What follows belongs to an exercise in optimizing a design on an open flow for small area; a production flow would make more cautious choices.
In this exercise RTL edits were held to simulation tests only and were not proved equivalent to the original.
Power figures rest on the tool's default switching activity, not on a simulated workload.

### flow/standard.sh
#!/bin/bash
# synth_recipe.tcl (not shown) runs the flow's synth.tcl, then flattens the netlist and writes it again
# the make line also repeats each setting of config.mk as NAME=value (left out here)
make -C /OpenROAD-flow-scripts/flow DESIGN_CONFIG=/design/flow/config.mk WORK_HOME=/design/flow/orfs CLKGATE_MAP_FILE= SYNTH_SCRIPT=/design/flow/synth_recipe.tcl "${@:-finish}"
### flow/flow/run.sh
#!/bin/bash
# Own layout flow: the standard flow (standard synthesis unchanged), with the port
# buffers that global placement inserts on every input and output made the smallest
# buffer, sky130_fd_sc_hd__buf_1, instead of the default pick. Everything else is as in
# the standard flow. make's full output goes to flow_make.log in this folder; ORFS
# writes each step's log under orfs/logs/.
set -euo pipefail
export BUFFER_PORTS_ARGS="-buffer_cell sky130_fd_sc_hd__buf_1"
export POST_GLOBAL_PLACE_TCL="$PWD/flow/post_gpl.tcl"
bash standard.sh finish > flow_make.log 2>&1
test -f out/final.def
### flow/config.mk
export PLATFORM = sky130hd
export DESIGN_NAME = xor_encrypt
export DESIGN_NICKNAME = xor_encrypt
export VERILOG_FILES = /design/flow/design.v
export SDC_FILE = /design/flow/constraint.sdc
export NUM_CORES = 4
export LEC_CHECK = 0
export CAP_MARGIN = 20
export CORE_MARGIN = 2
export CORE_UTILIZATION = 40
export CTS_BUF_LIST = sky130_fd_sc_hd__clkbuf_8
export CTS_CLUSTER_DIAMETER = 100
export CTS_CLUSTER_SIZE = 16
export SLEW_MARGIN = 20
export SYNTH_HIERARCHICAL = 1
export SYNTH_MINIMUM_KEEP_SIZE = 0
### flow/constraint.sdc
create_clock -name core_clock -period 4.0 [get_ports {clk}]
set_input_delay 0.8000 -clock core_clock [delete_from_list [all_inputs] [get_ports {clk}]]
set_output_delay 0.8000 -clock core_clock [all_outputs]
set_load 0.01 [all_outputs]
### flow/design.v
module xor_gate(
    input logic [7:0] A,
    input logic [7:0] B,
    output logic [7:0] Y
);
    assign Y = A^B;
endmodule
`timescale 1ns/1ps
module xor_encrypt(
        input logic clk,
        input logic valid_in,
        input logic [7:0] key,
        input logic [255:0] code,
        output logic [255:0] code_out,
        output logic valid_out
);
logic [255:0] d;    
logic [255:0] r;    
logic [7:0] p0;
logic [7:0] bs1_2;
logic [7:0] p1;
logic [7:0] p2;
logic [7:0] bs3_4;
logic [7:0] p3;
logic [7:0] p4;
logic [7:0] bs5_6;
logic [7:0] p5;
logic [7:0] p6;
logic [7:0] bs7_8;
logic [7:0] p7;
logic [7:0] p8;
logic [7:0] bs9_10;
logic [7:0] p9;
logic [7:0] p10;
logic [7:0] bs11_12;
logic [7:0] p11;
logic [7:0] p12;
logic [7:0] bs13_14;
logic [7:0] p13;
logic [7:0] p14;
logic [7:0] bs15_16;
logic [7:0] p15;
logic [7:0] p16;
logic [7:0] bs17_18;
logic [7:0] p17;
logic [7:0] p18;
logic [7:0] bs19_20;
logic [7:0] bs21_22;
logic [7:0] bs23_24;
logic [7:0] bs25_26;
logic [7:0] bs25_27;
logic [7:0] bs28_29;
logic [7:0] bs30_31;
logic [7:0] q19;
logic [7:0] q20;
logic [7:0] q21;
logic [7:0] q22;
logic [7:0] q23;
logic [7:0] q24;
logic [7:0] q25;
logic [7:0] q26;
logic [7:0] q27;
logic [7:0] q28;
logic [7:0] q29;
logic [7:0] q30;
logic [7:0] q31;
xor_gate u_p0 (.A(key), .B(code[7:0]), .Y(p0));
xor_gate u_bs1_2 (.A(code[15:8]), .B(code[23:16]), .Y(bs1_2));
xor_gate u_p1 (.A(p0), .B(code[15:8]), .Y(p1));
xor_gate u_p2 (.A(p0), .B(bs1_2), .Y(p2));
xor_gate u_bs3_4 (.A(code[31:24]), .B(code[39:32]), .Y(bs3_4));
xor_gate u_p3 (.A(p2), .B(code[31:24]), .Y(p3));
xor_gate u_p4 (.A(p2), .B(bs3_4), .Y(p4));
xor_gate u_bs5_6 (.A(code[47:40]), .B(code[55:48]), .Y(bs5_6));
xor_gate u_p5 (.A(p4), .B(code[47:40]), .Y(p5));
xor_gate u_p6 (.A(p4), .B(bs5_6), .Y(p6));
xor_gate u_bs7_8 (.A(code[63:56]), .B(code[71:64]), .Y(bs7_8));
xor_gate u_p7 (.A(p6), .B(code[63:56]), .Y(p7));
xor_gate u_p8 (.A(p6), .B(bs7_8), .Y(p8));
xor_gate u_bs9_10 (.A(code[79:72]), .B(code[87:80]), .Y(bs9_10));
xor_gate u_p9 (.A(p8), .B(code[79:72]), .Y(p9));
xor_gate u_p10 (.A(p8), .B(bs9_10), .Y(p10));
xor_gate u_bs11_12 (.A(code[95:88]), .B(code[103:96]), .Y(bs11_12));
xor_gate u_p11 (.A(p10), .B(code[95:88]), .Y(p11));
xor_gate u_p12 (.A(p10), .B(bs11_12), .Y(p12));
xor_gate u_bs13_14 (.A(code[111:104]), .B(code[119:112]), .Y(bs13_14));
xor_gate u_p13 (.A(p12), .B(code[111:104]), .Y(p13));
xor_gate u_p14 (.A(p12), .B(bs13_14), .Y(p14));
xor_gate u_bs15_16 (.A(code[127:120]), .B(code[135:128]), .Y(bs15_16));
xor_gate u_p15 (.A(p14), .B(code[127:120]), .Y(p15));
xor_gate u_p16 (.A(p14), .B(bs15_16), .Y(p16));
xor_gate u_bs17_18 (.A(code[143:136]), .B(code[151:144]), .Y(bs17_18));
xor_gate u_p17 (.A(p16), .B(code[143:136]), .Y(p17));
xor_gate u_p18 (.A(p16), .B(bs17_18), .Y(p18));
xor_gate u_bs19_20 (.A(code[159:152]), .B(code[167:160]), .Y(bs19_20));
xor_gate u_bs21_22 (.A(code[175:168]), .B(code[183:176]), .Y(bs21_22));
xor_gate u_bs23_24 (.A(code[191:184]), .B(code[199:192]), .Y(bs23_24));
xor_gate u_bs25_26 (.A(code[207:200]), .B(code[215:208]), .Y(bs25_26));
xor_gate u_bs25_27 (.A(bs25_26), .B(code[223:216]), .Y(bs25_27));
xor_gate u_bs28_29 (.A(code[231:224]), .B(code[239:232]), .Y(bs28_29));
xor_gate u_bs30_31 (.A(code[247:240]), .B(code[255:248]), .Y(bs30_31));
xor_gate u_q19 (.A(r[151:144]), .B(r[159:152]), .Y(q19));
xor_gate u_q20 (.A(r[151:144]), .B(r[167:160]), .Y(q20));
xor_gate u_q21 (.A(q20), .B(r[175:168]), .Y(q21));
xor_gate u_q22 (.A(q20), .B(r[183:176]), .Y(q22));
xor_gate u_q23 (.A(q22), .B(r[191:184]), .Y(q23));
xor_gate u_q24 (.A(q22), .B(r[199:192]), .Y(q24));
xor_gate u_q25 (.A(q24), .B(r[207:200]), .Y(q25));
xor_gate u_q26 (.A(q24), .B(r[215:208]), .Y(q26));
xor_gate u_q27 (.A(q24), .B(r[223:216]), .Y(q27));
xor_gate u_q28 (.A(q27), .B(r[231:224]), .Y(q28));
xor_gate u_q29 (.A(q27), .B(r[239:232]), .Y(q29));
xor_gate u_q30 (.A(q29), .B(r[247:240]), .Y(q30));
xor_gate u_q31 (.A(q29), .B(r[255:248]), .Y(q31));
assign d[7:0] = p0;
assign d[15:8] = p1;
assign d[23:16] = p2;
assign d[31:24] = p3;
assign d[39:32] = p4;
assign d[47:40] = p5;
assign d[55:48] = p6;
assign d[63:56] = p7;
assign d[71:64] = p8;
assign d[79:72] = p9;
assign d[87:80] = p10;
assign d[95:88] = p11;
assign d[103:96] = p12;
assign d[111:104] = p13;
assign d[119:112] = p14;
assign d[127:120] = p15;
assign d[135:128] = p16;
assign d[143:136] = p17;
assign d[151:144] = p18;
assign d[159:152] = code[159:152];
assign d[167:160] = bs19_20;
assign d[175:168] = code[175:168];
assign d[183:176] = bs21_22;
assign d[191:184] = code[191:184];
assign d[199:192] = bs23_24;
assign d[207:200] = code[207:200];
assign d[215:208] = bs25_26;
assign d[223:216] = bs25_27;
assign d[231:224] = code[231:224];
assign d[239:232] = bs28_29;
assign d[247:240] = code[247:240];
assign d[255:248] = bs30_31;
always_ff @(posedge clk) begin
    valid_out <= valid_in;
end
always_ff @(posedge clk) begin
    if (valid_in) r <= d;
end
assign code_out[7:0] = r[7:0];
assign code_out[15:8] = r[15:8];
assign code_out[23:16] = r[23:16];
assign code_out[31:24] = r[31:24];
assign code_out[39:32] = r[39:32];
assign code_out[47:40] = r[47:40];
assign code_out[55:48] = r[55:48];
assign code_out[63:56] = r[63:56];
assign code_out[71:64] = r[71:64];
assign code_out[79:72] = r[79:72];
assign code_out[87:80] = r[87:80];
assign code_out[95:88] = r[95:88];
assign code_out[103:96] = r[103:96];
assign code_out[111:104] = r[111:104];
assign code_out[119:112] = r[119:112];
assign code_out[127:120] = r[127:120];
assign code_out[135:128] = r[135:128];
assign code_out[143:136] = r[143:136];
assign code_out[151:144] = r[151:144];
assign code_out[159:152] = q19;
assign code_out[167:160] = q20;
assign code_out[175:168] = q21;
assign code_out[183:176] = q22;
assign code_out[191:184] = q23;
assign code_out[199:192] = q24;
assign code_out[207:200] = q25;
assign code_out[215:208] = q26;
assign code_out[223:216] = q27;
assign code_out[231:224] = q28;
assign code_out[239:232] = q29;
assign code_out[247:240] = q30;
assign code_out[255:248] = q31;
endmodule
### flow/flow/post_gpl.tcl
# Post global placement hook.
# Drop the buffers that timing-driven global placement added (instances named place*),
# reconnecting their loads to the buffer's input net.
proc drop_place_buffers {} {
  set n 0
  foreach inst [get_cells -quiet place*] {
    set ref [get_property $inst ref_name]
    if { ![regexp {^sky130_fd_sc_hd__(buf|clkbuf)_[0-9]+$} $ref] } { continue }
    set name [get_full_name $inst]
    set in_net [get_nets -of_objects [get_pins $name/A]]
    set out_net [get_nets -of_objects [get_pins $name/X]]
    set loads {}
    foreach pin [get_pins -quiet -of_objects $out_net] {
      if { [get_full_name $pin] != "$name/X" } { lappend loads $pin }
    }
    if { [llength [get_ports -quiet -of_objects $out_net]] > 0 } { continue }
    disconnect_pin $in_net [get_pins $name/A]
    disconnect_pin $out_net [get_pins $name/X]
    foreach pin $loads {
      disconnect_pin $out_net $pin
      connect_pin $in_net $pin
    }
    delete_instance $inst
    delete_net $out_net
    incr n
  }
  puts "Dropped $n placement buffers."
}
drop_place_buffers
==> run notes, run 1 <==
* Outcome: finished clean
* Initial antenna violation count at 0
* Synth top cells by count: xor2_1 (384), edfxtp_1 (256), buf_4 (152), dfxtp_1 (1)
* DRT Wirelength at 28,600 µm
* Synth Area in Compound Gates at 0
* Crit path top cell by count: xor2_1
* Number of buffers created by CTS at 20
* Fmax at 259 MHz
* Global-route wire length before repair at 39,100 µm
* Critical path required time at 3.20 ns
* Sequential share of the synthesized area at 0.631
* Fin nets at 1,452
* CTS Sinks at 257
* CP max-delay cell: edfxtp_1
* Chip Width at 179 µm
* Vias per inst at 4.28
* Row Count at 63
* # port buffers at 522
* Net Count, Synth at 1,059
* Min Tclk post-route at 3.86 ns
* Vias at 6,788
* CP Buf/Inv Count at 1
* Synth area leaders: edfxtp_1 (63%), xor2_1 (28%), buf_4 (9.3%)
* # DRC at 0
* Clock tree buffer depth at 3
* GRT Total Usage at 0.165
* Post-DP HPWL at 22,600 µm
* Power per cell area at 686 mW/mm²
* Avg Cell Area, Syn at 15.4 µm²
* Setup-failing EPs final at 0
* CORE AREA at 0.0299 mm²
* Synth Register Bits at 257
* Final slew viol count at 0
* Post-DP Area at 0.0136 mm²
* Drt first pass iters at 4
* Max-slew headroom at 0.443
* Actual slew at the worst max-slew pin at 0.835 ns
* Simple-gate area share of the yosys netlist at 0
* Routed Antenna Nets at 0
* Chip height at 179 µm
* Ys async rst share at 0
* Largest family of logic cells by synthesized area: XOR/XNOR gates
* Crit path launch type: flip-flop
* Max-cap violations at 0
* Post-synth EDFFs at 256
* Synth Area in Adders at 0
* Yosys warnings at 7
* Post-synthesis cell type count at 4
* CP Max Fanout at 4
* Worst-path clk slew at 0.10 ns
* Share of the synthesized area in the top cell type at 0.630
* Fraction of layout cells with a size suffix above 1 at 0.0452
* Worst setup EP type: output port
* Worst hold path class: input port to flip-flop
* Slowest cell delay on critical path at 0.47 ns
* Final Power at 0.00969 W
* Starting Density at 0.409
* Primary FF master, synth: edfxtp_1
* Setup Buffers After CTS at 0
* Worst path arrival time at 3.06 ns
* Worst Setup Path Type: flip-flop to output port
* Die ar. at 0.0319 mm²
* Post-Syn Area at 0.0122 mm²
* IO Pins at 523
* Antenna fix cells at 0
* Number of global-route vias before repair at 6,842
* Fillers at 2,758
* Mux cell area share after synthesis at 0
* LEAKAGE at 5.04 nW
* GR Overflow Total at 0
* Worst VDD drop at 0.000410 V
* Fin crit share at 0.964
* Fin area at 0.0141 mm²
* Area Overhead vs Synth at 15.7%
* Xor and xnor area share after synthesis at 0.275
* Root buffer cell: clkbuf_8
* CTS tree: built
* Initial DRC count at 369
* Final Hold Fails at 0
* CP delay by family, top: XOR/XNOR gates
* H-tree Lvls at 1
* Pin count of the biggest net entering global routing at 148
* Final hold slack at 0.471 ns
* Crit-path cells: xor2_1, xor2_2, xor2_2, xor2_1, xor2_1, xor2_1, buf_1
* Gate count of the mapped netlist at 793
* Most common cell in the netlist: xor2_1
* Synth area leader: edfxtp_1
* Post-DR wirelength/cell at 18.0 µm
modules after synthesis, one instance, submodules excluded:
module       cells  cell area (µm²)  flops+latches
xor_gate         8             70.1              0
xor_encrypt    409             8850            257
final timing paths:
kind	start	to	slack (ns)	cells past startpoint
max	r[146]	code_out[242]	0.14	7
min	code[225]	r[225]	0.47	1
where the power goes:
group          switching, W  internal (W)
Sequential         0.000265       0.00389
Clock              0.000870      0.000494
Combinational       0.00282       0.00135
Total               0.00395       0.00574
sequential cells by signal, summed over array words and instances (netlist names):
signal,count
valid_out,1
r,256
per-layer routing:
metal,up-vias,part of all wire,track usage
li1,3255,-,-
met1,3182,0.36,0.181
met2,295,0.51,0.296
met3,56,0.084,0.0479
met4,0,0.043,0.0688
met5,-,0,0
through the flow:
| stage | utilization | TNS (ns) | worst slack [ns] | cells |
|---|---|---|---|---|
| after global routing | 0.473 | -0.0302 | -0.0177 | 1585 |
| after global placement | 0.463 | 0 | 0.0337 | 1587 |
| after detailed placement | 0.454 | -6.68 | -0.616 | 1554 |
| after CTS | 0.467 | 0 | 0.00337 | 1585 |
| after floorplan | - | 0 | 0.370 | 793 |
| final | 0.473 | 0 | 0.144 | 1585 |
cell type report:
cell class | instances | area (µm²) | area share
clock buffer | 21 | 289 | 0.0205
multi-input combinational | 384 | 3590 | 0.254
tap | 390 | 488 | 0.0345
timing repair buffer | 523 | 2010 | 0.142
sequential | 257 | 7710 | 0.545
clock inverter | 10 | 50.0 | 0.00354
cell usage in the layout, fill, tap and decap left out, drive strengths merged:
cell type  Yosys  layout
buf          152     522
clkbuf         0      22
dfxtp          1       1
edfxtp       256     256
inv            0      10
xor2         384     384
cells by family after synthesis:
| group | Yosys count |
|---|---|
| xor+xnor | 384 |
| flops | 257 |
| buf+inv | 152 |
timing repair:
action | CTS | global route
hold buffers | 0 | 0
setup endpoints to repair | 10 | 22
resized for setup | 6 | 24
pin swaps | 0 | 0
==> inputs of run 2 (changes only) <==
--- a/flow/config.mk
+++ b/flow/config.mk
@@ -10,5 +10,5 @@
 export CORE_UTILIZATION = 40
-export CTS_BUF_LIST = sky130_fd_sc_hd__clkbuf_8
+export CTS_BUF_LIST = sky130_fd_sc_hd__clkbuf_16
 export CTS_CLUSTER_DIAMETER = 100
-export CTS_CLUSTER_SIZE = 16
+export CTS_CLUSTER_SIZE = 24
 export SLEW_MARGIN = 20
==> run 2 against run 1 <==
  * Synthesized area unchanged
  * Die area unchanged
  * Wire length decreased by 1.9%
  * Sequential share of layout area decreased by 0.13 points
  * Cell count decreased by 0.63%
  * Maximum frequency about the same
  * Global-route usage decreased by 0.29 points
  * Still clean
  * Synthesized cell count unchanged
  * Cell area increased by 0.23%
  * Core utilization increased by 0.11 points
==> run notes, run 2 <==
* Outcome: finished clean
* Clock tree buffer depth at 3
* Post-DR wirelength/cell at 17.8 µm
* Max-slew headroom at 0.442
* Fin area at 0.0142 mm²
* Final hold slack at 0.532 ns
* Worst setup EP type: output port
* P_int at 0.00597 W
* Crit path launch type: flip-flop
* Number of global-route vias before repair at 6,721
* Fraction of layout cells with a size suffix above 1 at 0.0346
* # DRC at 0
* Min Tclk post-route at 3.86 ns
* Final worst slack at 0.142 ns
* Most common cell in the netlist: xor2_1
* # port buffers at 522
* Root buffer cell: clkbuf_16
* Power per cell area at 696 mW/mm²
* Fin nets at 1,446
* Final slew viol count at 0
* Worst path arrival time at 3.06 ns
* Worst Min Path Start: code[188]
* CTS tree: built
* GR Overflow Total at 0
* Area occupied by multi-input gates at 0.00354 mm²
* Antenna fix cells at 0
* Synth Register Bits at 257
* DRT Wirelength at 28,000 µm
* Chip height at 179 µm
* Sequential Power Share at 0.420
* Synth area leaders: edfxtp_1 (63%), xor2_1 (28%), buf_4 (9.3%)
* Commonest non-fill, non-tap cell in the layout: buf_1
* IO Pins at 523
* CP Buf/Inv Count at 1
* Initial DRC count at 415
* Post-synth EDFFs at 256
* Max reg flops at 256
* LEAKAGE at 5.05 nW
* Post-Syn Area at 0.0122 mm²
* CP max-delay cell: xor2_1
* Largest regs: r (256), valid_out (1)
* Fillers at 2,745
* Vias at 6,760
* Row Count at 63
* Post-synthesis cell type count at 4
* Avg Cell Area, Syn at 15.4 µm²
* Comb pwr share at 0.420
* Synth area leader: edfxtp_1
* Fin crit share at 0.965
* Sequential Area at 0.00771 mm²
* Vias per inst at 4.29
* Global-route wire length before repair at 38,600 µm
* Post-DP Area at 0.0136 mm²
* Final Hold Fails at 0
* Dpl ws at -0.616 ns
* Gate count of the mapped netlist at 793
* Worst Setup Path Type: flip-flop to output port
* Max-cap violations at 0
* GRT Total Usage at 0.162
* Initial antenna violation count at 0
* Routed Antenna Nets at 0
* Switching pwr at 0.00389 W
* Sw Ratio at 0.394
* Most frequent cells in the layout: buf_1 (521), xor2_1 (361), edfxtp_1 (256), xor2_2 (23), clkbuf_16 (16)
* Worst VDD drop at 0.000332 V
* Setup TNS Final at 0 ns
* Crit-path cells: xor2_1, xor2_1, xor2_2, xor2_1, xor2_1, xor2_1, buf_1
* Critical Path Source: r[146]
* H-tree Lvls at 1
* Sequential share of the synthesized area at 0.631
* Net Count, Synth at 1,059
* Largest register by flop count: r
* Synth top cells by count: xor2_1 (384), edfxtp_1 (256), buf_4 (152), dfxtp_1 (1)
* Clock share of power at 0.160
* Post-DP HPWL at 22,600 µm
* Area Overhead vs Synth at 16.0%
* Drt first pass iters at 4
* CTS Sinks at 257
* Fmax at 259 MHz
* Ys async rst share at 0
* Primary FF master, synth: edfxtp_1
* Setup-failing EPs final at 0
* Die ar. at 0.0319 mm²
* CP delay by family, top: XOR/XNOR gates
* Starting Density at 0.409
* Crit path top cell by count: xor2_1
* Slowest cell delay on critical path at 0.48 ns
* CP Max Fanout at 4
* CORE AREA at 0.0299 mm²
* Worst-path clk slew at 0.10 ns
* Number of buffers created by CTS at 14
* Pin count of the biggest net entering global routing at 148
* Chip Width at 179 µm
* Critical path required time at 3.20 ns
* Actual slew at the worst max-slew pin at 0.837 ns
* Worst hold path class: input port to flip-flop
* Share of the synthesized area in the top cell type at 0.630
* Yosys warnings at 7
## run 2: area by class of cell
class | instances | area share
Clock buffer | 15 | 0.0265
Timing Repair Buffer | 523 | 0.142
Tap cell | 390 | 0.0345
Sequential cell | 257 | 0.544
Multi-Input combinational cell | 384 | 0.250
Clock inverter | 6 | 0.00345
## run 2: power groups by stage
stage / clock network [W] / registers (W) / logic, W
floorplan: 0 / 0.00411 / 0.00309
global placement: 0 / 0.00418 / 0.00430
detailed placement: 0 / 0.00420 / 0.00413
CTS: 0.00165 / 0.00415 / 0.00414
global route: 0.00173 / 0.00421 / 0.00456
finish: 0.00158 / 0.00414 / 0.00414
## run 2: kinds of logic after synthesis
family,Yosys count,share of synthesized area
XOR/XNOR,384,0.275
buffers and inverters,152,0.0934
flip-flops,257,0.631
## run 2: timing repair
action	4_1_cts	5_1_grt
gates cloned	0	0
gates resized for setup	2	21
buffers inserted	0	0
setup endpoints to repair	4	28
hold buffers	0	0
## run 2: modules after synthesis (local to each module, per instance)
module | area, µm² | copies in the design
xor_gate | 70.1 | 48
xor_encrypt | 8850 | 1
## run 2: worst paths after layout
check | cells after the start | slack (ns) | to
setup / recovery | 7 | 0.14 | code_out[242]
hold / removal | 1 | 0.53 | r[188]
## run 2: stage by stage
stage	std cells	utilization	total power [W]
CTS	1575	0.469	0.00993
detailed placement	1554	0.454	0.00833
floorplan	793	-	0.00720
global route	1575	0.474	0.0105
global placement	1587	0.463	0.00848
finish	1575	0.474	0.00986
## run 2: routing by layer
layer,wire [µm],share of wire,track usage,vias to the layer above
li1,-,-,-,3250
met1,10300,0.37,0.182,3186
met2,14600,0.52,0.297,284
met3,2230,0.080,0.0420,40
met4,869,0.031,0.0518,0
met5,0,0,0,-
==> inputs of run 3 (changes only) <==
--- a/flow/config.mk
+++ b/flow/config.mk
@@ -11,4 +11,4 @@
 export CTS_BUF_LIST = sky130_fd_sc_hd__clkbuf_16
-export CTS_CLUSTER_DIAMETER = 100
-export CTS_CLUSTER_SIZE = 24
+export CTS_CLUSTER_DIAMETER = 120
+export CTS_CLUSTER_SIZE = 30
 export SLEW_MARGIN = 20
==> run 3 against run 2 <==
  * Synthesized cell count stayed put
  * Cell count is 0.19% lower
  * Power is 1.6% lower
  * Sequential share of layout area is 0.20 points higher
  * Flip-flop and latch count stayed put
  * Via count is 0.19% lower
  * Maximum frequency hardly changed
  * Combinational power hardly changed
  * Critical path depth stayed put
  * Critical endpoint unchanged
==> run notes, run 3 <==
* Outcome: finished clean
* Actual slew at the worst max-slew pin at 0.843 ns
* CTS Sinks at 257
* Dpl ws at -0.616 ns
* Sequential share of the synthesized area at 0.631
* Primary FF master, synth: edfxtp_1
* Slowest cell delay on critical path at 0.48 ns
* Vias at 6,747
* Drt first pass iters at 4
* Gate count of the mapped netlist at 793
* Clock tree buffer depth at 3
* Setup TNS Final at 0 ns
* Post-synth EDFFs at 256
* Power per cell area at 688 mW/mm²
* Antenna fix cells at 0
* Hold Crit Endpoint: r[225]
* Worst path arrival time at 3.06 ns
* Post-DR wirelength/cell at 17.8 µm
* Avg Cell Area, Syn at 15.4 µm²
* Fin nets at 1,444
* Area Overhead vs Synth at 15.6%
* DRT Wirelength at 28,000 µm
* Worst hold path class: input port to flip-flop
* Worst Min Path Start: code[225]
* Vias per inst at 4.29
* Final slew viol count at 0
* Fillers at 2,754
* Number of global-route vias before repair at 6,703
* Crit path launch type: flip-flop
* CORE AREA at 0.0299 mm²
* Share of the synthesized area in the top cell type at 0.630
* Max reg flops at 256
* Min Tclk post-route at 3.86 ns
* Critical Path Source: r[146]
* Synth area leader: edfxtp_1
* Final Power at 0.00971 W
* Die ar. at 0.0319 mm²
* Largest regs: r (256), valid_out (1)
* Row Count at 63
* Final worst slack at 0.144 ns
* Worst Setup Path Type: flip-flop to output port
* Fraction of layout cells with a size suffix above 1 at 0.0347
* H-tree Lvls at 1
* Net Count, Synth at 1,059
* Most common cell in the netlist: xor2_1
* Setup-failing EPs final at 0
* Non-filler instance count after layout at 1,572
* Post-synthesis cell type count at 4
* Max-cap violations at 0
* # port buffers at 522
* Post-DP HPWL at 22,600 µm
* Worst-path clk slew at 0.12 ns
* Fin crit share at 0.964
* Cell total after placement at 1,554
* Worst setup EP type: output port
* Post-CTS Hold Buffers at 0
* Largest register by flop count: r
* Crit path top cell by count: xor2_1
* CP Max Fanout at 4
* Setup Buffers After CTS at 0
* Max-slew headroom at 0.438
* Fmax at 259 MHz
* Yosys warnings at 7
* Synth top cells by count: xor2_1 (384), edfxtp_1 (256), buf_4 (152), dfxtp_1 (1)
* Crit-path cells: xor2_1, xor2_1, xor2_2, xor2_1, xor2_1, xor2_1, buf_1
* Commonest non-fill, non-tap cell in the layout: buf_1
* Chip Width at 179 µm
* Synth area leaders: edfxtp_1 (63%), xor2_1 (28%), buf_4 (9.3%)
* Global-route wire length before repair at 38,500 µm
* CP max-delay cell: edfxtp_1
* Routed Antenna Nets at 0
* Synth Register Bits at 257
* Post-Syn Area at 0.0122 mm²
* Initial DRC count at 362
* Starting Density at 0.409
* Pin count of the biggest net entering global routing at 148
* Most frequent cells in the layout: buf_1 (521), xor2_1 (359), edfxtp_1 (256), xor2_2 (25), clkbuf_16 (14)
* Critical path required time at 3.20 ns
* Hold depth at 1
* Ys async rst share at 0
* GRT Total Usage at 0.161
* Final Hold Fails at 0
* GR Overflow Total at 0
* LEAKAGE at 5.02 nW
* Number of buffers created by CTS at 12
* CTS tree: built
* IO Pins at 523
* Chip height at 179 µm
* Initial antenna violation count at 0
* # DRC at 0
* Root buffer cell: clkbuf_16
* Worst VDD drop at 0.000331 V
## run 3: changes by cell type in the layout (fill, tap and decap cells not counted), sizes merged
cell    previous run  this run
bufinv             1         0
clkbuf            16        14
## run 3: timing repair
item                       in CTS  in global routing
setup endpoints to repair       4                 28
cloned                          0                  0
hold endpoints to repair        0                  0
resized for setup               2                 23
## run 3: Yosys stat by module, one instance, submodules excluded
module / area (µm²) / flops+latches / cells inside
xor_encrypt: 8850 / 257 / 409
xor_gate: 70.1 / 0 / 8
## run 3: worst max path at each step
stage               slack (ns)            end
finish                    0.14  code_out[242]
floorplan                 0.37         r[136]
global route            -0.001  code_out[242]
detailed placement       -0.62         r[151]
global placement          0.03         r[141]
CTS                       0.03         r[151]
## run 3: cell type report
| type | count | area [µm²] | area share |
|---|---|---|---|
| flip-flops and latches | 257 | 7710 | 0.546 |
| repair buffers | 523 | 2010 | 0.142 |
| well taps | 390 | 488 | 0.0346 |
| multi-input cells | 384 | 3550 | 0.252 |
| clock buffers | 13 | 325 | 0.0231 |
| clock inverters | 5 | 31.3 | 0.00222 |
## run 3: critical path: cells and delay by family (launching register included)
| kind | cells | cell delay (ns) |
|---|---|---|
| xor gates and xnor gates | 6 | 1.92 |
| buffers and inverters | 1 | 0.17 |
| DFF | 1 | 0.48 |
## run 3: metal layers
| metal | share of wire | global-route usage |
|---|---|---|
| met5 | 0 | 0 |
| met4 | 0.026 | 0.0444 |
| met3 | 0.081 | 0.0435 |
| met2 | 0.52 | 0.298 |
| met1 | 0.37 | 0.181 |
## run 3: cells by family (layout without fill, tap and decap cells)
kind of cell,count (synthesis),in the layout,share of synthesized area
xor+xnor,384,384,0.275
buf+inv,152,541,0.0934
flops,257,257,0.631
## run 3: power breakdown
| part | total, W | internal [W] | switching (W) | leakage (nW) |
|---|---|---|---|---|
| combinational | 0.00415 | 0.00134 | 0.00281 | 2.32 |
| sequential | 0.00414 | 0.00389 | 0.000251 | 2.51 |
| clock | 0.00142 | 0.000601 | 0.000819 | 0.188 |
| total | 0.00971 | 0.00583 | 0.00388 | 5.02 |
## run 3: through the flow
stage / cell area (µm²) / utilization / hold slack (ns)
2_1_floorplan: 12200 / - / 0.828
3_3_place_gp: 13800 / 0.463 / 1.02
3_5_place_dp: 13600 / 0.454 / 1.03
4_1_cts: 13900 / 0.467 / 0.504
5_1_grt: 14100 / 0.472 / 0.511
6_report: 14100 / 0.472 / 0.521
==> inputs of run 4 (changes only) <==
==> flow/flow/run.sh (replaced) <==
#!/bin/bash
# Own layout flow: the standard flow (standard synthesis unchanged) with two changes:
#  - the buffers that global placement puts on every input and output port are the
#    smallest buffer, sky130_fd_sc_hd__buf_1, instead of the default pick;
#  - post_gpl.tcl drops the buffers that timing-driven global placement adds while the
#    clock is still ideal; the repairs after clock tree synthesis add what the real
#    clock timing needs.
# make's full output goes to flow_make.log in this folder; ORFS writes each step's log
# under orfs/logs/.
set -euo pipefail
export BUFFER_PORTS_ARGS="-buffer_cell sky130_fd_sc_hd__buf_1"
export POST_GLOBAL_PLACE_TCL="$PWD/flow/post_gpl.tcl"
bash standard.sh finish > flow_make.log 2>&1
test -f out/final.def
==> run 4 against run 3 <==
  * Non-clock buffer count unchanged
  * Worst hold slack did not move
  * Worst setup slack stayed put
  * Combinational power barely moved
  * Via count did not move
  * Power did not move
  * Die area unchanged
  * Sequential share of layout area unchanged
  * Cell area unchanged
  * Maximum frequency unchanged
  * Clock power about the same
  * Clock-buffer cell count stayed put
  * Largest power group unchanged
==> run notes, run 4 <==
* Fin nets at 1,444
* Commonest non-fill, non-tap cell in the layout: buf_1
* Largest register by flop count: r
* Number of global-route vias before repair at 6,703
* Net Count, Synth at 1,059
* Routed Antenna Nets at 0
* Pin count of the biggest net entering global routing at 148
* CP Max Fanout at 4
* Actual slew at the worst max-slew pin at 0.843 ns
* Final Power at 0.00971 W
* Worst VDD drop at 0.000331 V
* Fillers at 2,754
* # port buffers at 522
* Number of buffers created by CTS at 12
* Post-DP HPWL at 22,600 µm
* Row Count at 63
* Area Overhead vs Synth at 15.6%
* GR Overflow Total at 0
* Ys async rst share at 0
* Primary FF master, synth: edfxtp_1
* Post-DP Area at 0.0136 mm²
* Post-Syn Area at 0.0122 mm²
* Worst-path clk slew at 0.12 ns
* Fin crit share at 0.964
* Largest regs: r (256), valid_out (1)
* Chip height at 179 µm
* GRT Total Usage at 0.161
* Vias at 6,747
* Max reg flops at 256
* Synth area leaders: edfxtp_1 (63%), xor2_1 (28%), buf_4 (9.3%)
* Final slew viol count at 0
* Post-DR wirelength/cell at 17.8 µm
* Global-route wire length before repair at 38,500 µm
* Crit path launch type: flip-flop
* Post-synth EDFFs at 256
* Setup TNS Final at 0 ns
* Setup-failing EPs final at 0
* Share of the synthesized area in the top cell type at 0.630
* Max-cap violations at 0
* Final core area utilization at 0.472
* Fmax at 259 MHz
* Outcome: finished clean
* Die ar. at 0.0319 mm²
* # DRC at 0
* Most frequent cells in the layout: buf_1 (521), xor2_1 (359), edfxtp_1 (256), xor2_2 (25), clkbuf_16 (14)
* DRT Wirelength at 28,000 µm
* Root buffer cell: clkbuf_16
* Starting Density at 0.409
* Cell total after placement at 1,554
* Fin area at 0.0141 mm²
* Initial antenna violation count at 0
* Non-filler instance count after layout at 1,572
* Post-synthesis cell type count at 4
* Min Tclk post-route at 3.86 ns
* Most common cell in the netlist: xor2_1
* Final Hold Fails at 0
* Critical path required time at 3.20 ns
* Post-CTS Hold Buffers at 0
* CTS tree: built
* Worst hold path class: input port to flip-flop
* CTS Sinks at 257
* Worst path arrival time at 3.06 ns
* Initial DRC count at 362
* IO Pins at 523
* Synth Register Bits at 257
* Worst Setup Path Type: flip-flop to output port
* Gate count of the mapped netlist at 793
* Max-slew headroom at 0.438
* Synth top cells by count: xor2_1 (384), edfxtp_1 (256), buf_4 (152), dfxtp_1 (1)
* Yosys warnings at 7
* Power per cell area at 688 mW/mm²
* Antenna fix cells at 0
* Synth area leader: edfxtp_1
* Vias per inst at 4.29
* LEAKAGE at 5.02 nW
* H-tree Lvls at 1
* Drt first pass iters at 4
* Clock tree buffer depth at 3
* Chip Width at 179 µm
* Fraction of layout cells with a size suffix above 1 at 0.0347
* CORE AREA at 0.0299 mm²
* Avg Cell Area, Syn at 15.4 µm²
* Worst setup EP type: output port
* Sequential share of the synthesized area at 0.631
==> run 4: cell counts after synthesis <==
Identical to the previous run, type by type.
==> run 4: worst max-delay path: stages, from the launching register on <==
cell and delay, ns:
edfxtp_1 0.48, xor2_1 0.31, xor2_1 0.47, xor2_2 0.33, xor2_1 0.30, xor2_1 0.33, xor2_1 0.18, buf_1 0.17
==> run 4: final cells by class <==
| class | instances | area [µm²] | share of cell area |
|---|---|---|---|
| Timing Repair Buffer | 523 | 2010 | 0.142 |
| Tap cell | 390 | 488 | 0.0346 |
| Sequential cell | 257 | 7710 | 0.546 |
| Clock inverter | 5 | 31.3 | 0.00222 |
| Multi-Input combinational cell | 384 | 3550 | 0.252 |
| Clock buffer | 13 | 325 | 0.0231 |
==> run 4: through the flow <==
| stage | worst slack [ns] | hold slack [ns] |
|---|---|---|
| 2_1_floorplan | 0.370 | 0.828 |
| 3_3_place_gp | 0.0337 | 1.02 |
| 3_5_place_dp | -0.616 | 1.03 |
| 4_1_cts | 0.0266 | 0.504 |
| 5_1_grt | -0.00142 | 0.511 |
| 6_report | 0.144 | 0.521 |
==> run 4: metal layers <==
layer | part of all wire | global-route usage
met5 | 0 | 0
met3 | 0.081 | 0.0435
met2 | 0.52 | 0.298
met1 | 0.37 | 0.181
met4 | 0.026 | 0.0444
==> run 4: power by group <==
group / leakage [nW] / total (W) / switching (W) / internal [W]
combinational: 2.32 / 0.00415 / 0.00281 / 0.00134
clock: 0.188 / 0.00142 / 0.000819 / 0.000601
sequential: 2.51 / 0.00414 / 0.000251 / 0.00389
==> run 4: kinds of logic after synthesis <==
logic type	after synthesis	synth area share
XOR/XNOR	384	0.275
flip-flops	257	0.631
buffers and inverters	152	0.0934
==> run 4: final timing paths <==
| check | startpoint | end | slack [ns] | depth (start not counted) |
|---|---|---|---|---|
| max | r[146] | code_out[242] | 0.14 | 7 |
| min | code[225] | r[225] | 0.52 | 1 |
==> run 4: Yosys stat by module, one instance, submodules excluded <==
module | cells | flip-flops and latches
xor_encrypt | 409 | 257
xor_gate | 8 | 0
==> run 4: what timing repair did <==
item                       in CTS  in global routing
setup buffers                   0                  0
pin swaps                       0                  0
setup endpoints to repair       4                 28
resized for setup               2                 23
==> inputs of run 5 (changes only) <==
--- a/flow/config.mk
+++ b/flow/config.mk
@@ -13,2 +13,3 @@
 export CTS_CLUSTER_SIZE = 30
+export PLACE_DENSITY = 0.7
 export SLEW_MARGIN = 20
==> run 5 against run 4 <==
  * Wire length up 0.32%
  * Non-clock buffer count unchanged
  * Cell area increased by 0.71%
  * Critical path depth grew 4
  * Critical endpoint is now r[136]
==> run notes, run 5 <==
* CTS tree: built
* # port buffers at 522
* Yosys warnings at 7
* Final hold slack at 0.527 ns
* Number of buffers created by CTS at 12
* Synth top cells by count: xor2_1 (384), edfxtp_1 (256), buf_4 (152), dfxtp_1 (1)
* Vias at 6,861
* Critical path required time at 4.24 ns
* Post-DR wirelength/cell at 17.8 µm
* Worst Setup Path Type: input port to flip-flop
* Commonest non-fill, non-tap cell in the layout: buf_1
* Vias per inst at 4.36
* Dpl ws at -0.778 ns
* Drt first pass iters at 5
* CORE AREA at 0.0299 mm²
* Sequential Power Share at 0.425
* Most frequent cells in the layout: buf_1 (521), xor2_1 (346), edfxtp_1 (256), xor2_2 (38), clkbuf_16 (14)
* Global-route wire length before repair at 38,800 µm
* Chip Width at 179 µm
* Share of the synthesized area in the top cell type at 0.630
* Synth Register Bits at 257
* Setup-failing EPs final at 0
* Post-DP HPWL at 22,400 µm
* Fin area at 0.0142 mm²
* P_int at 0.00586 W
* Outcome: finished clean
* Post-CTS Hold Buffers at 0
* Pin count of the biggest net entering global routing at 149
* Final core area utilization at 0.476
* Actual slew at the worst max-slew pin at 0.852 ns
* Synth area leaders: edfxtp_1 (63%), xor2_1 (28%), buf_4 (9.3%)
* Initial DRC count at 382
* Fin nets at 1,444
* Max-slew headroom at 0.432
* Most common cell in the netlist: xor2_1
* GR Overflow Total at 0
* Row Count at 63
* Worst path arrival time at 4.01 ns
* Root buffer cell: clkbuf_16
* Net Count, Synth at 1,059
* Chip height at 179 µm
* Final Hold Fails at 0
* LEAKAGE at 5.04 nW
* Sw Ratio at 0.403
* Largest regs: r (256), valid_out (1)
* IO Pins at 523
* Synth area leader: edfxtp_1
* CP Max Fanout at 3
* Worst VDD drop at 0.000366 V
* Clock share of power at 0.145
* Switching pwr at 0.00395 W
* Final slew viol count at 0
* DRT Wirelength at 28,100 µm
* Crit path launch type: input port
* Sequential share of the synthesized area at 0.631
* Avg Cell Area, Syn at 15.4 µm²
* Clock tree buffer depth at 3
* Setup TNS Final at 0 ns
* Worst setup EP type: flip-flop
* Primary FF master, synth: edfxtp_1
* Post-synth EDFFs at 256
* Fraction of layout cells with a size suffix above 1 at 0.0457
* GRT Total Usage at 0.162
* # DRC at 0
* Initial antenna violation count at 1
* H-tree Lvls at 1
* Routed Antenna Nets at 0
* Die ar. at 0.0319 mm²
* Gate count of the mapped netlist at 793
* Largest register by flop count: r
* Area Overhead vs Synth at 16.4%
* Min Tclk post-route at 3.77 ns
* Worst-path clk slew at 0.12 ns
* Fmax at 265 MHz
* Final worst slack at 0.226 ns
* CTS Sinks at 257
* Post-Syn Area at 0.0122 mm²
* Post-synthesis cell type count at 4
* Post-DP Area at 0.0136 mm²
* Setup Buffers After CTS at 0
* Comb pwr share at 0.430
* Worst Min Path Start: code[191]
* Fin crit share at 0.943
* Number of global-route vias before repair at 6,815
* Critical Path Source: code[0]
* Fillers at 2,732
* Max-cap violations at 0
* Power per cell area at 691 mW/mm²
* Starting Density at 0.409
* Ys async rst share at 0
* Max reg flops at 256
* Worst hold path class: input port to flip-flop
run 5: kinds of logic after synthesis:
kind of cell           count (synthesis)  share of synthesized area
XOR/XNOR                             384                      0.275
flip-flops                           257                      0.631
buffers and inverters                152                     0.0934
run 5: path summary, 6_finish.rpt:
check / to / cells after the start / slack, ns
worst max-delay path: r[136] / 11 / 0.23
worst min-delay path: r[191] / 1 / 0.53
run 5: critical path, cell delays in order:
cell and delay, ns:
buf_1 0.14, xor2_1 0.28, xor2_1 0.38, xor2_2 0.29
xor2_1 0.37, xor2_2 0.27, xor2_2 0.31, xor2_2 0.32
xor2_2 0.41, xor2_1 0.32, xor2_1 0.11
run 5: what timing repair did:
item / 4_1_cts / 5_1_grt
cloned: 0 / 0
setup endpoints to repair: 14 / 32
resized for setup: 9 / 29
run 5: modules after synthesis, one instance, submodules excluded:
module / copies in the design / cells inside / cell area [µm²]
xor_encrypt: 1 / 409 / 8850
xor_gate: 48 / 8 / 70.1
run 5: routing by layer:
layer / wire length (µm) / global-route usage / up-vias / share of wire
met5: 0 / 0 / - / 0
met4: 660 / 0.0440 / 0 / 0.024
met3: 1780 / 0.0348 / 32 / 0.064
met2: 15200 / 0.305 / 274 / 0.54
met1: 10400 / 0.184 / 3321 / 0.37
li1: - / - / 3234 / -
run 5: layout make-up:
type / count / area [µm²] / area share
sequential: 257 / 7710 / 0.542
multi-input combinational: 384 / 3650 / 0.257
timing repair buffer: 523 / 2010 / 0.141
tap: 390 / 488 / 0.0343
clock buffer: 13 / 325 / 0.0229
clock inverter: 5 / 31.3 / 0.00220
antenna: 1 / 2.50 / 0.000176
run 5: per-stage QoR:
stage | std cells | power [W]
after global placement | 1593 | 0.00854
after detailed placement | 1554 | 0.00835
after floorplan | 793 | 0.00720
after CTS | 1572 | 0.00982
after global routing | 1573 | 0.0105
final | 1573 | 0.00981
run 5: power groups by stage:
stage,Sequential (W),Clock [W],Combinational (W)
5_1_grt,0.00424,0.00155,0.00466
6_report,0.00417,0.00142,0.00422
3_5_place_dp,0.00422,0,0.00413
3_3_place_gp,0.00420,0,0.00434
4_1_cts,0.00416,0.00148,0.00418
2_1_floorplan,0.00411,0,0.00309
==> inputs of run 6 (changes only) <==
--- a/flow/config.mk
+++ b/flow/config.mk
@@ -13,3 +13,3 @@
 export CTS_CLUSTER_SIZE = 30
-export PLACE_DENSITY = 0.7
+export PLACE_DENSITY = 0.5
 export SLEW_MARGIN = 20
==> run 6 against run 5 <==
  * Clock-buffer cell count unchanged
  * Sequential share of layout area rose by 0.46 points
  * Largest cell class unchanged
  * Sequential power decreased by 1%
  * Flip-flop and latch count is the same
==> run notes, run 6 <==
* Post-DR wirelength/cell at 18.5 µm
* Initial DRC count at 347
* Post-Syn Area at 0.0122 mm²
* Root buffer cell: clkbuf_16
* Area Overhead vs Synth at 15.4%
* Post-synthesis cell type count at 4
* Non-filler instance count after layout at 1,576
* Global-route wire length before repair at 39,100 µm
* Synth Area in Adders at 0
* Synth Register Bits at 257
* CTS tree: built
* Max-cap violations at 0
* # port buffers at 522
* Primary FF master, synth: edfxtp_1
* Final hold slack at 0.516 ns
* Most common cell in the netlist: xor2_1
* Mux cell area share after synthesis at 0
* Gate count of the mapped netlist at 793
* Worst-path clk slew at 0.12 ns
* Routed Antenna Nets at 0
* Max reg flops at 256
* Xor and xnor area share after synthesis at 0.275
* Post-DP Area at 0.0136 mm²
* Fmax at 264 MHz
* Starting Density at 0.409
* Outcome: finished clean
* Max-slew headroom at 0.400
* Synth area leaders: edfxtp_1 (63%), xor2_1 (28%), buf_4 (9.3%)
* Die ar. at 0.0319 mm²
* Drt first pass iters at 4
* Pin count of the biggest net entering global routing at 136
* Largest family of logic cells by synthesized area: XOR/XNOR gates
* Final Hold Fails at 0
* Net Count, Synth at 1,059
* Simple-gate area share of the yosys netlist at 0
* Vias at 6,764
* DRT Wirelength at 29,100 µm
* Number of global-route vias before repair at 6,571
* Cell total after placement at 1,554
* Dpl ws at -0.559 ns
* Chip Width at 179 µm
* GRT Total Usage at 0.168
* Switching pwr at 0.00388 W
* Worst setup EP type: output port
* Synth area leader: edfxtp_1
* Power per cell area at 689 mW/mm²
* Post-synth EDFFs at 256
* Crit path launch type: flip-flop
* GR Overflow Total at 0
* Actual slew at the worst max-slew pin at 0.900 ns
* Post-DP HPWL at 23,400 µm
* # DRC at 0
* Clock tree buffer depth at 3
* Fin crit share at 0.946
* Synth top cells by count: xor2_1 (384), edfxtp_1 (256), buf_4 (152), dfxtp_1 (1)
* Final Power at 0.00971 W
* Fin nets at 1,445
* P_int at 0.00583 W
* Final slew viol count at 0
* Avg Cell Area, Syn at 15.4 µm²
* IO Pins at 523
* Sequential Area at 0.00771 mm²
* Comb pwr share at 0.427
* Worst hold path class: input port to flip-flop
* Critical path required time at 3.20 ns
* CTS Sinks at 257
* H-tree Lvls at 1
* Vias per inst at 4.29
* Sequential Power Share at 0.425
* LEAKAGE at 5.02 nW
* Share of the synthesized area in the top cell type at 0.630
* Worst path arrival time at 2.99 ns
* Worst VDD drop at 0.000357 V
* Fin area at 0.0141 mm²
* Min Tclk post-route at 3.79 ns
* Clock share of power at 0.148
* Final worst slack at 0.215 ns
* Yosys warnings at 7
* CP Max Fanout at 4
* Largest regs: r (256), valid_out (1)
* Chip height at 179 µm
* Area occupied by multi-input gates at 0.00352 mm²
* Worst Setup Path Type: flip-flop to output port
* Initial antenna violation count at 3
* Fillers at 2,886
* Number of buffers created by CTS at 12
* Synth Area in Compound Gates at 0
* Largest register by flop count: r
* Ys async rst share at 0
* Sequential share of the synthesized area at 0.631
* CORE AREA at 0.0299 mm²
* Row Count at 63
* Fraction of layout cells with a size suffix above 1 at 0.0330
* Sw Ratio at 0.400
* Most frequent cells in the layout: buf_1 (521), xor2_1 (363), edfxtp_1 (256), xor2_2 (21), clkbuf_16 (14)
* Setup-failing EPs final at 0
* Commonest non-fill, non-tap cell in the layout: buf_1
-- run 6: cell types whose count changed in the layout (fill, tap and decap cells not counted), sizes merged --
cell | before | now
buf | 522 | 523
diode | 1 | 3
-- run 6: routing by layer --
layer  routed length [µm]  GRT usage  share of wire  vias to the layer above
li1                     -          -              -                     3253
met4                  878     0.0539          0.030                        2
met3                 2860     0.0602          0.098                       35
met2                15700      0.320           0.54                      303
met1                 9640      0.168           0.33                     3171
met5                   13          0        0.00045                        -
-- run 6: final timing paths --
kind	start	slack, ns	depth (start not counted)	endpoint
max	r[145]	0.21	7	code_out[249]
min	code[189]	0.52	1	r[189]
-- run 6: cells by family (layout without fill, tap and decap cells) --
logic type             after synthesis  count (layout)
XOR/XNOR                           384             384
flip-flops                         257             257
buffers and inverters              152             542
other                                0               3
-- run 6: timing repair --
| action | CTS | global route |
|---|---|---|
| gates resized for setup | 4 | 17 |
| buffers inserted | 0 | 1 |
| endpoints found under the setup margin | 6 | 23 |
| hold buffers | 0 | 0 |
| pin swaps | 0 | 1 |
-- run 6: final cells by class --
cell class,instances,share of cell area
timing repair buffer,524,0.143
clock inverter,5,0.00195
antenna,3,0.000533
sequential,257,0.547
clock buffer,13,0.0231
multi-input combinational,384,0.250
tap,390,0.0346
-- run 6: worst max-delay path, cell delays in order (launching register included) --
cell and delay [ns]:
edfxtp_1 0.51, xor2_2 0.27, xor2_1 0.36, xor2_2 0.34
xor2_1 0.36, xor2_1 0.32, xor2_1 0.17, buf_1 0.17
-- run 6: per-stage QoR --
step                setup TNS [ns]  utilization
floorplan                        0            -
global placement                 0        0.463
detailed placement           -6.32        0.454
CTS                              0        0.467
global route              -0.00478        0.472
finish                           0        0.472
-- run 6: per-module statistics from Yosys, one instance, submodules excluded --
module / copies in the design / flops+latches
xor_gate: 48 / 0
xor_encrypt: 1 / 257
-- run 6: power groups by stage --
stage                     clock (W)  combinational, W  sequential (W)
after floorplan                   0           0.00309         0.00411
final                       0.00144           0.00415         0.00413
after global placement            0           0.00438         0.00417
after CTS                   0.00150           0.00420         0.00413
after detailed placement          0           0.00418         0.00419
after global routing        0.00157           0.00460         0.00419
==> inputs of run 7 (changes only) <==
--- a/flow/config.mk
+++ b/flow/config.mk
@@ -13,3 +13,3 @@
 export CTS_CLUSTER_SIZE = 30
-export PLACE_DENSITY = 0.5
+export GPL_ROUTABILITY_DRIVEN = 0
 export SLEW_MARGIN = 20
==> run 7 against run 6 <==
  * Flip-flop and latch count did not move
  * Core utilization rose by 0.063 points
  * Clock power barely moved
  * Clock-buffer cell count did not move
  * Global-route usage fell by 0.70 points
  * Cell count fell by 0.25%
  * Maximum frequency fell by 1.8%
  * Sequential power barely moved
  * Wire length fell by 3.7%
  * Critical path type unchanged
  * Largest cell class unchanged
==> run notes, run 7 <==
* Row Count at 63
* Setup-failing EPs final at 0
* Worst path arrival time at 3.06 ns
* Fraction of layout cells with a size suffix above 1 at 0.0347
* Fillers at 2,754
* Final Power at 0.00971 W
* Critical Path Source: r[146]
* Post-synth EDFFs at 256
* Synth Register Bits at 257
* Sequential Area at 0.00771 mm²
* Post-DP HPWL at 22,600 µm
* Routed Antenna Nets at 0
* Root buffer cell: clkbuf_16
* CTS tree: built
* Chip height at 179 µm
* Worst setup EP type: output port
* Synth area leader: edfxtp_1
* Drt first pass iters at 4
* Fmax at 259 MHz
* Worst-path clk slew at 0.12 ns
* Vias per inst at 4.29
* Pin count of the biggest net entering global routing at 148
* Primary FF master, synth: edfxtp_1
* GRT Total Usage at 0.161
* Power per cell area at 688 mW/mm²
* Initial antenna violation count at 0
* Avg Cell Area, Syn at 15.4 µm²
* Initial DRC count at 362
* DRT Wirelength at 28,000 µm
* Actual slew at the worst max-slew pin at 0.843 ns
* LEAKAGE at 5.02 nW
* Post-Syn Area at 0.0122 mm²
* Synth area leaders: edfxtp_1 (63%), xor2_1 (28%), buf_4 (9.3%)
* Outcome: finished clean
* Final hold slack at 0.521 ns
* Gate count of the mapped netlist at 793
* Post-synthesis cell type count at 4
* Number of global-route vias before repair at 6,703
* CP Max Fanout at 4
* Most common cell in the netlist: xor2_1
* Slowest cell delay on critical path at 0.48 ns
* Global-route wire length before repair at 38,500 µm
* Share of the synthesized area in the top cell type at 0.630
* Net Count, Synth at 1,059
* Setup Buffers After CTS at 0
* Post-DR wirelength/cell at 17.8 µm
* Fin nets at 1,444
* Number of buffers created by CTS at 12
* Ys async rst share at 0
* Post-CTS Hold Buffers at 0
* Largest register by flop count: r
* Final slew viol count at 0
* Area occupied by multi-input gates at 0.00355 mm²
* Worst VDD drop at 0.000331 V
* Vias at 6,747
* Max reg flops at 256
* Area Overhead vs Synth at 15.6%
* Min Tclk post-route at 3.86 ns
* Chip Width at 179 µm
* Largest regs: r (256), valid_out (1)
* Critical path required time at 3.20 ns
* CTS Sinks at 257
* Worst Setup Path Type: flip-flop to output port
* Crit-path cells: xor2_1, xor2_1, xor2_2, xor2_1, xor2_1, xor2_1, buf_1
* Clock tree buffer depth at 3
* Worst Min Path Start: code[225]
* Setup TNS Final at 0 ns
* Antenna fix cells at 0
* CP max-delay cell: edfxtp_1
* GR Overflow Total at 0
* Max-slew headroom at 0.438
* H-tree Lvls at 1
* Final Hold Fails at 0
* Synth top cells by count: xor2_1 (384), edfxtp_1 (256), buf_4 (152), dfxtp_1 (1)
* # DRC at 0
* Sequential share of the synthesized area at 0.631
* Die ar. at 0.0319 mm²
* Crit path top cell by count: xor2_1
* Most frequent cells in the layout: buf_1 (521), xor2_1 (359), edfxtp_1 (256), xor2_2 (25), clkbuf_16 (14)
* IO Pins at 523
* Fin crit share at 0.964
* Worst hold path class: input port to flip-flop
* # port buffers at 522
* Starting Density at 0.409
* CORE AREA at 0.0299 mm²
* Max-cap violations at 0
* Crit path launch type: flip-flop
* Commonest non-fill, non-tap cell in the layout: buf_1
* Yosys warnings at 7
## run 7: cell counts after synthesis
Identical to the previous run, type by type.
## run 7: cell families after synthesis
logic type	count (synthesis)	share of synthesized area
XOR/XNOR	384	0.275
buffers and inverters	152	0.0934
flip-flops	257	0.631
## run 7: per-stage QoR
| stage | util | worst slack, ns | cell area, µm² | std cells |
|---|---|---|---|---|
| 6_report | 0.472 | 0.144 | 14100 | 1572 |
| 5_1_grt | 0.472 | -0.00142 | 14100 | 1572 |
| 4_1_cts | 0.467 | 0.0266 | 13900 | 1572 |
| 3_5_place_dp | 0.454 | -0.616 | 13600 | 1554 |
| 3_3_place_gp | 0.463 | 0.0337 | 13800 | 1587 |
| 2_1_floorplan | - | 0.370 | 12200 | 793 |
## run 7: worst max-delay path, delay by kind of cell, from the launching register on
kind / cells / cell delay, ns
xor+xnor: 6 / 1.92
buf+inv: 1 / 0.17
flops: 1 / 0.48
## run 7: what timing repair did
item	in CTS	in global routing
endpoints found under the hold margin	0	0
endpoints found under the setup margin	4	28
gates resized for setup	2	23
## run 7: final timing paths
kind	end	slack, ns	cells past startpoint
hold / removal	r[225]	0.52	1
setup / recovery	code_out[242]	0.14	7
## run 7: area by class of cell
cell class	instances	area share
clock inverter	5	0.00222
tap	390	0.0346
timing repair buffer	523	0.142
multi-input combinational	384	0.252
sequential	257	0.546
clock buffer	13	0.0231
## run 7: power breakdown
group / internal [W] / switching, W
logic: 0.00134 / 0.00281
registers: 0.00389 / 0.000251
clock network: 0.000601 / 0.000819
total: 0.00583 / 0.00388
## run 7: per-layer routing
layer | track usage | wire [µm]
met1 | 0.181 | 10300
met4 | 0.0444 | 724
met3 | 0.0435 | 2250
met5 | 0 | 0
met2 | 0.298 | 14700
## run 7: Yosys stat by module, one instance, submodules excluded
| module | cell area (µm²) | flops+latches | cells inside | times used |
|---|---|---|---|---|
| xor_encrypt | 8850 | 257 | 409 | 1 |
| xor_gate | 70.1 | 0 | 8 | 48 |
==> inputs of run 8 (changes only) <==
--- a/flow/flow/run.sh
+++ b/flow/flow/run.sh
@@ -12,2 +12,3 @@
 export POST_GLOBAL_PLACE_TCL="$PWD/flow/post_gpl.tcl"
+export SETUP_MOVE_SEQUENCE="unbuffer,swap,buffer,sizeup"
 bash standard.sh finish > flow_make.log 2>&1
--- a/flow/config.mk
+++ b/flow/config.mk
@@ -13,3 +13,2 @@
 export CTS_CLUSTER_SIZE = 30
-export GPL_ROUTABILITY_DRIVEN = 0
 export SLEW_MARGIN = 20
==> run 8 against run 7 <==
  * Critical path type unchanged
  * Sequential share of layout area about the same
  * Clock power about the same
  * Flip-flop and latch count unchanged
  * Power up 1.8%
  * Cell count up 1.7%
  * Combinational power up 5%
  * Wire length up 0.53%
==> run notes, run 8 <==
* CTS Sinks at 257
* Synth area leaders: edfxtp_1 (63%), xor2_1 (28%), buf_4 (9.3%)
* Worst-path clk slew at 0.12 ns
* Vias per inst at 4.27
* Synth area leader: edfxtp_1
* Clock tree buffer depth at 3
* Chip height at 179 µm
* Area Overhead vs Synth at 15.6%
* Commonest non-fill, non-tap cell in the layout: buf_1
* Net Count, Synth at 1,059
* Final Hold Fails at 0
* Avg Cell Area, Syn at 15.4 µm²
* CTS tree: built
* Crit-path cells: xor2_1, xor2_1, xor2_1, xor2_1, xor2_1, xor2_1, buf_1
* Comb pwr share at 0.439
* Total of cells resized after clock tree synthesis at 0
* Crit path launch type: flip-flop
* Actual slew at the worst max-slew pin at 0.830 ns
* Fin crit share at 0.948
* CP Max Fanout at 3
* Final Power at 0.00989 W
* Synth Register Bits at 257
* Largest family of logic cells by synthesized area: XOR/XNOR gates
* Antenna fix cells at 0
* Starting Density at 0.409
* Final worst slack at 0.209 ns
* Switching pwr at 0.00387 W
* Post-synth EDFFs at 256
* Critical path required time at 3.20 ns
* Synth Area in Adders at 0
* H-tree Lvls at 1
* Die ar. at 0.0319 mm²
* Fin area at 0.0141 mm²
* Min Tclk post-route at 3.79 ns
* Synth top cells by count: xor2_1 (384), edfxtp_1 (256), buf_4 (152), dfxtp_1 (1)
* Hold depth at 1
* Final hold slack at 0.533 ns
* Fin nets at 1,470
* Xor and xnor area share after synthesis at 0.275
* Pin count of the biggest net entering global routing at 148
* Most common cell in the netlist: xor2_1
* Number of global-route vias before repair at 6,727
* # port buffers at 522
* Dpl ws at -0.616 ns
* Number of buffers created by CTS at 12
* Row Count at 63
* Chip Width at 179 µm
* Initial DRC count at 359
* Most frequent cells in the layout: buf_1 (521), xor2_1 (384), edfxtp_1 (256), buf_4 (26), clkbuf_16 (14)
* GRT Total Usage at 0.161
* CORE AREA at 0.0299 mm²
* Root buffer cell: clkbuf_16
* Post-synthesis cell type count at 4
* Synth Area in Compound Gates at 0
* Largest register by flop count: r
* Post-Syn Area at 0.0122 mm²
* Worst Setup Path Type: flip-flop to output port
* Gate count of the mapped netlist at 793
* Worst path arrival time at 2.99 ns
* Sequential Power Share at 0.418
* Ys async rst share at 0
* Max reg flops at 256
* Worst VDD drop at 0.000330 V
* Primary FF master, synth: edfxtp_1
* Drt first pass iters at 4
* Cell total after placement at 1,554
* Power per cell area at 700 mW/mm²
* Post-DP HPWL at 22,600 µm
* Post-DR wirelength/cell at 17.6 µm
* IO Pins at 523
* LEAKAGE at 5.11 nW
* Mux cell area share after synthesis at 0
* Worst Min Path Start: code[188]
* Max-slew headroom at 0.447
* Routed Antenna Nets at 0
* P_int at 0.00602 W
* Slowest cell delay on critical path at 0.48 ns
* GR Overflow Total at 0
* Vias at 6,828
* Worst setup EP type: output port
* DRT Wirelength at 28,100 µm
* # DRC at 0
* Setup-failing EPs final at 0
* Outcome: finished clean
* Simple-gate area share of the yosys netlist at 0
* Sw Ratio at 0.391
* Share of the synthesized area in the top cell type at 0.630
* Global-route wire length before repair at 38,600 µm
* Final slew viol count at 0
* Sequential share of the synthesized area at 0.631
* Fillers at 2,767
* Initial antenna violation count at 0
* Hold Crit Endpoint: r[188]
* CP max-delay cell: edfxtp_1
* Fmax at 264 MHz
* Fraction of layout cells with a size suffix above 1 at 0.0348
* Max-cap violations at 0
* Largest regs: r (256), valid_out (1)
* Yosys warnings at 7
* Non-filler instance count after layout at 1,598
* Clock share of power at 0.143
* Post-DP Area at 0.0136 mm²
* Crit path top cell by count: xor2_1
* Worst hold path class: input port to flip-flop
-- run 8: cell counts after synthesis --
Identical to the previous run, type by type.
-- run 8: cell families after synthesis --
logic type | Yosys count
buffers and inverters | 152
xor gates and xnor gates | 384
DFF | 257
-- run 8: cell type report --
| class | instances | area, µm² | share of cell area |
|---|---|---|---|
| sequential | 257 | 7710 | 0.546 |
| multi-input combinational | 384 | 3360 | 0.238 |
| timing repair buffer | 549 | 2200 | 0.156 |
| tap | 390 | 488 | 0.0346 |
| clock buffer | 13 | 325 | 0.0230 |
| clock inverter | 5 | 31.3 | 0.00222 |
-- run 8: worst max-delay path: cells and delay by family (launching register included) --
family	cells	cell delay [ns]
XOR/XNOR	6	1.88
buffers and inverters	1	0.17
flip-flops	1	0.48
-- run 8: per-layer routing --
layer	wire length [µm]	GRT usage
met4	724	0.0444
met2	14800	0.299
met5	0	0
met1	10400	0.181
met3	2240	0.0435
-- run 8: how the worst max path moves through the flow --
stage	from	end	slack, ns	cells past startpoint
global placement	code[13]	r[141]	0.03	12
finish	r[146]	code_out[242]	0.21	7
global route	r[147]	code_out[243]	-0.03	9
detailed placement	code[7]	r[151]	-0.62	11
floorplan	code[0]	r[136]	0.37	10
CTS	r[145]	code_out[241]	0.03	7
-- run 8: power groups by stage --
stage,Sequential [W],Clock (W),Combinational (W)
after floorplan,0.00411,0,0.00309
after global placement,0.00418,0,0.00430
after detailed placement,0.00420,0,0.00413
after CTS,0.00415,0.00148,0.00417
after global routing,0.00420,0.00157,0.00477
final,0.00413,0.00141,0.00434
-- run 8: timing repair --
item                       in CTS  in global routing
pin swaps                       2                 14
hold buffers                    0                  0
setup endpoints to repair       4                 28
cloned                          0                  0
buffers inserted                4                 22
-- run 8: Yosys stat by module (local to each module, per instance) --
module,copies in the design,area (µm²),cells inside,flip-flops and latches
xor_encrypt,1,8850,409,257
xor_gate,48,70.1,8,0
-- run 8: metrics by stage --
| stage | setup TNS (ns) | utilization |
|---|---|---|
| after floorplan | 0 | - |
| after global placement | 0 | 0.463 |
| after detailed placement | -6.68 | 0.454 |
| after CTS | 0 | 0.467 |
| after global routing | -0.0537 | 0.473 |
| final | 0 | 0.473 |
==> inputs of run 9 (changes only) <==
--- a/flow/flow/run.sh
+++ b/flow/flow/run.sh
@@ -12,3 +12,2 @@
 export POST_GLOBAL_PLACE_TCL="$PWD/flow/post_gpl.tcl"
-export SETUP_MOVE_SEQUENCE="unbuffer,swap,buffer,sizeup"
 bash standard.sh finish > flow_make.log 2>&1
--- a/flow/config.mk
+++ b/flow/config.mk
@@ -8,2 +8,4 @@
 export CAP_MARGIN = 20
+export CELL_PAD_IN_SITES_DETAIL_PLACEMENT = 0
+export CELL_PAD_IN_SITES_GLOBAL_PLACEMENT = 0
 export CORE_MARGIN = 2
==> run 9 against run 8 <==
  * Still clean on timing, DRC and antenna
  * Via count down 1.2%
  * Synthesized cell count is the same
  * Clock-buffer cell count is the same
  * Combinational power shrank 4%
  * Power shrank 1.8%
  * Worst setup slack lost 0.065 ns
  * Cell count fell by 1.6%
  * Critical path depth unchanged
  * Sequential share of layout area about the same
  * Die area unchanged
  * Critical path type unchanged
  * Critical endpoint unchanged
  * Highest routed layer unchanged
==> run notes, run 9 <==
* Outcome: finished clean
* Clock tree buffer depth at 3
* Pin count of the biggest net entering global routing at 148
* Largest regs: r (256), valid_out (1)
* Fmax at 259 MHz
* Crit path launch type: flip-flop
* Worst hold path class: input port to flip-flop
* Final hold slack at 0.521 ns
* Fin crit share at 0.964
* Chip height at 179 µm
* Gate count of the mapped netlist at 793
* Worst Setup Path Type: flip-flop to output port
* GR Overflow Total at 0
* Post-Syn Area at 0.0122 mm²
* CP delay by family, top: XOR/XNOR gates
* Worst setup EP type: output port
* Worst Min Path Start: code[225]
* CTS tree: built
* # DRC at 0
* Largest register by flop count: r
* Worst path arrival time at 3.06 ns
* Final Power at 0.00971 W
* Fraction of layout cells with a size suffix above 1 at 0.0347
* Crit path top cell by count: xor2_1
* Avg Cell Area, Syn at 15.4 µm²
* Critical path required time at 3.20 ns
* Non-filler instance count after layout at 1,572
* Root buffer cell: clkbuf_16
* Number of global-route vias before repair at 6,703
* IO Pins at 523
* Max-slew headroom at 0.438
* Antenna fix cells at 0
* Starting Density at 0.409
* GRT Total Usage at 0.161
* Critical Path Source: r[146]
* Max reg flops at 256
* Post-synthesis cell type count at 4
* CP Buf/Inv Count at 1
* Synth area leaders: edfxtp_1 (63%), xor2_1 (28%), buf_4 (9.3%)
* Synth Register Bits at 257
* Sequential share of the synthesized area at 0.631
* Initial DRC count at 362
* Final slew viol count at 0
* Die ar. at 0.0319 mm²
* Synth area leader: edfxtp_1
* Synth top cells by count: xor2_1 (384), edfxtp_1 (256), buf_4 (152), dfxtp_1 (1)
* Post-synth EDFFs at 256
* Most common cell in the netlist: xor2_1
* Setup Buffers After CTS at 0
* Global-route wire length before repair at 38,500 µm
* Actual slew at the worst max-slew pin at 0.843 ns
* # port buffers at 522
* Post-CTS Hold Buffers at 0
* H-tree Lvls at 1
* Worst-path clk slew at 0.12 ns
* Row Count at 63
* Chip Width at 179 µm
* Post-DP HPWL at 22,600 µm
* Area Overhead vs Synth at 15.6%
* Most frequent cells in the layout: buf_1 (521), xor2_1 (359), edfxtp_1 (256), xor2_2 (25), clkbuf_16 (14)
* Final Hold Fails at 0
* CP Max Fanout at 4
* Vias per inst at 4.29
* CORE AREA at 0.0299 mm²
* Post-DR wirelength/cell at 17.8 µm
* Cell total after placement at 1,554
* Setup-failing EPs final at 0
* Yosys warnings at 7
* Net Count, Synth at 1,059
* Primary FF master, synth: edfxtp_1
* Crit-path cells: xor2_1, xor2_1, xor2_2, xor2_1, xor2_1, xor2_1, buf_1
* Vias at 6,747
* DRT Wirelength at 28,000 µm
* Number of buffers created by CTS at 12
* CP max-delay cell: edfxtp_1
* Setup TNS Final at 0 ns
* Slowest cell delay on critical path at 0.48 ns
* Max-cap violations at 0
* Min Tclk post-route at 3.86 ns
* Fin nets at 1,444
* Drt first pass iters at 4
* LEAKAGE at 5.02 nW
* Share of the synthesized area in the top cell type at 0.630
* Power per cell area at 688 mW/mm²
* Commonest non-fill, non-tap cell in the layout: buf_1
* Initial antenna violation count at 0
* CTS Sinks at 257
* Routed Antenna Nets at 0
* Ys async rst share at 0
* Worst VDD drop at 0.000331 V
## run 9: Yosys stat by module, one instance, submodules excluded
module       cells  copies in the design  area (µm²)  flops+latches
xor_encrypt    409                     1        8850            257
xor_gate         8                    48        70.1              0
## run 9: area by class of cell
cell class / count / area [µm²]
fill: 2754 / 15800
clock inverter: 5 / 31.3
sequential: 257 / 7710
tap: 390 / 488
timing repair buffer: 523 / 2010
clock buffer: 13 / 325
multi-input combinational: 384 / 3550
## run 9: metal layers
metal,GRT usage,vias to the layer above,routed length (µm)
met5,0,-,0
met4,0.0444,0,724
met3,0.0435,33,2250
met2,0.298,276,14700
met1,0.181,3194,10300
li1,-,3244,-
## run 9: kinds of logic after synthesis
family	count (synthesis)	synth area share
buf+inv	152	0.0934
flops	257	0.631
xor+xnor	384	0.275
## run 9: timing repair
| item | in CTS | in global routing |
|---|---|---|
| setup endpoints to repair | 4 | 28 |
| cloned | 0 | 0 |
| pin swaps | 0 | 0 |
| resized for setup | 2 | 23 |
## run 9: worst paths after layout
| check | endpoint | slack, ns | cells past startpoint |
|---|---|---|---|
| max | code_out[242] | 0.14 | 7 |
| min | r[225] | 0.52 | 1 |
## run 9: where the power goes
part / leakage (nW) / internal, W / switching, W
Clock: 0.188 / 0.000601 / 0.000819
Combinational: 2.32 / 0.00134 / 0.00281
Sequential: 2.51 / 0.00389 / 0.000251
Total: 5.02 / 0.00583 / 0.00388
## run 9: per-stage QoR
step	setup slack, ns	area, µm²	util
3_3_place_gp	0.0337	13800	0.463
2_1_floorplan	0.370	12200	-
3_5_place_dp	-0.616	13600	0.454
5_1_grt	-0.00142	14100	0.472
6_report	0.144	14100	0.472
4_1_cts	0.0266	13900	0.467

Setup slack of run 9, layout unchanged: 0.144 ns with ideal ports, 0.097 ns with driving cells assumed (clock clkbuf_16, inputs buf_2), -0.233 ns with port delays also shifted by the 0.524 ns mid clock arrival.
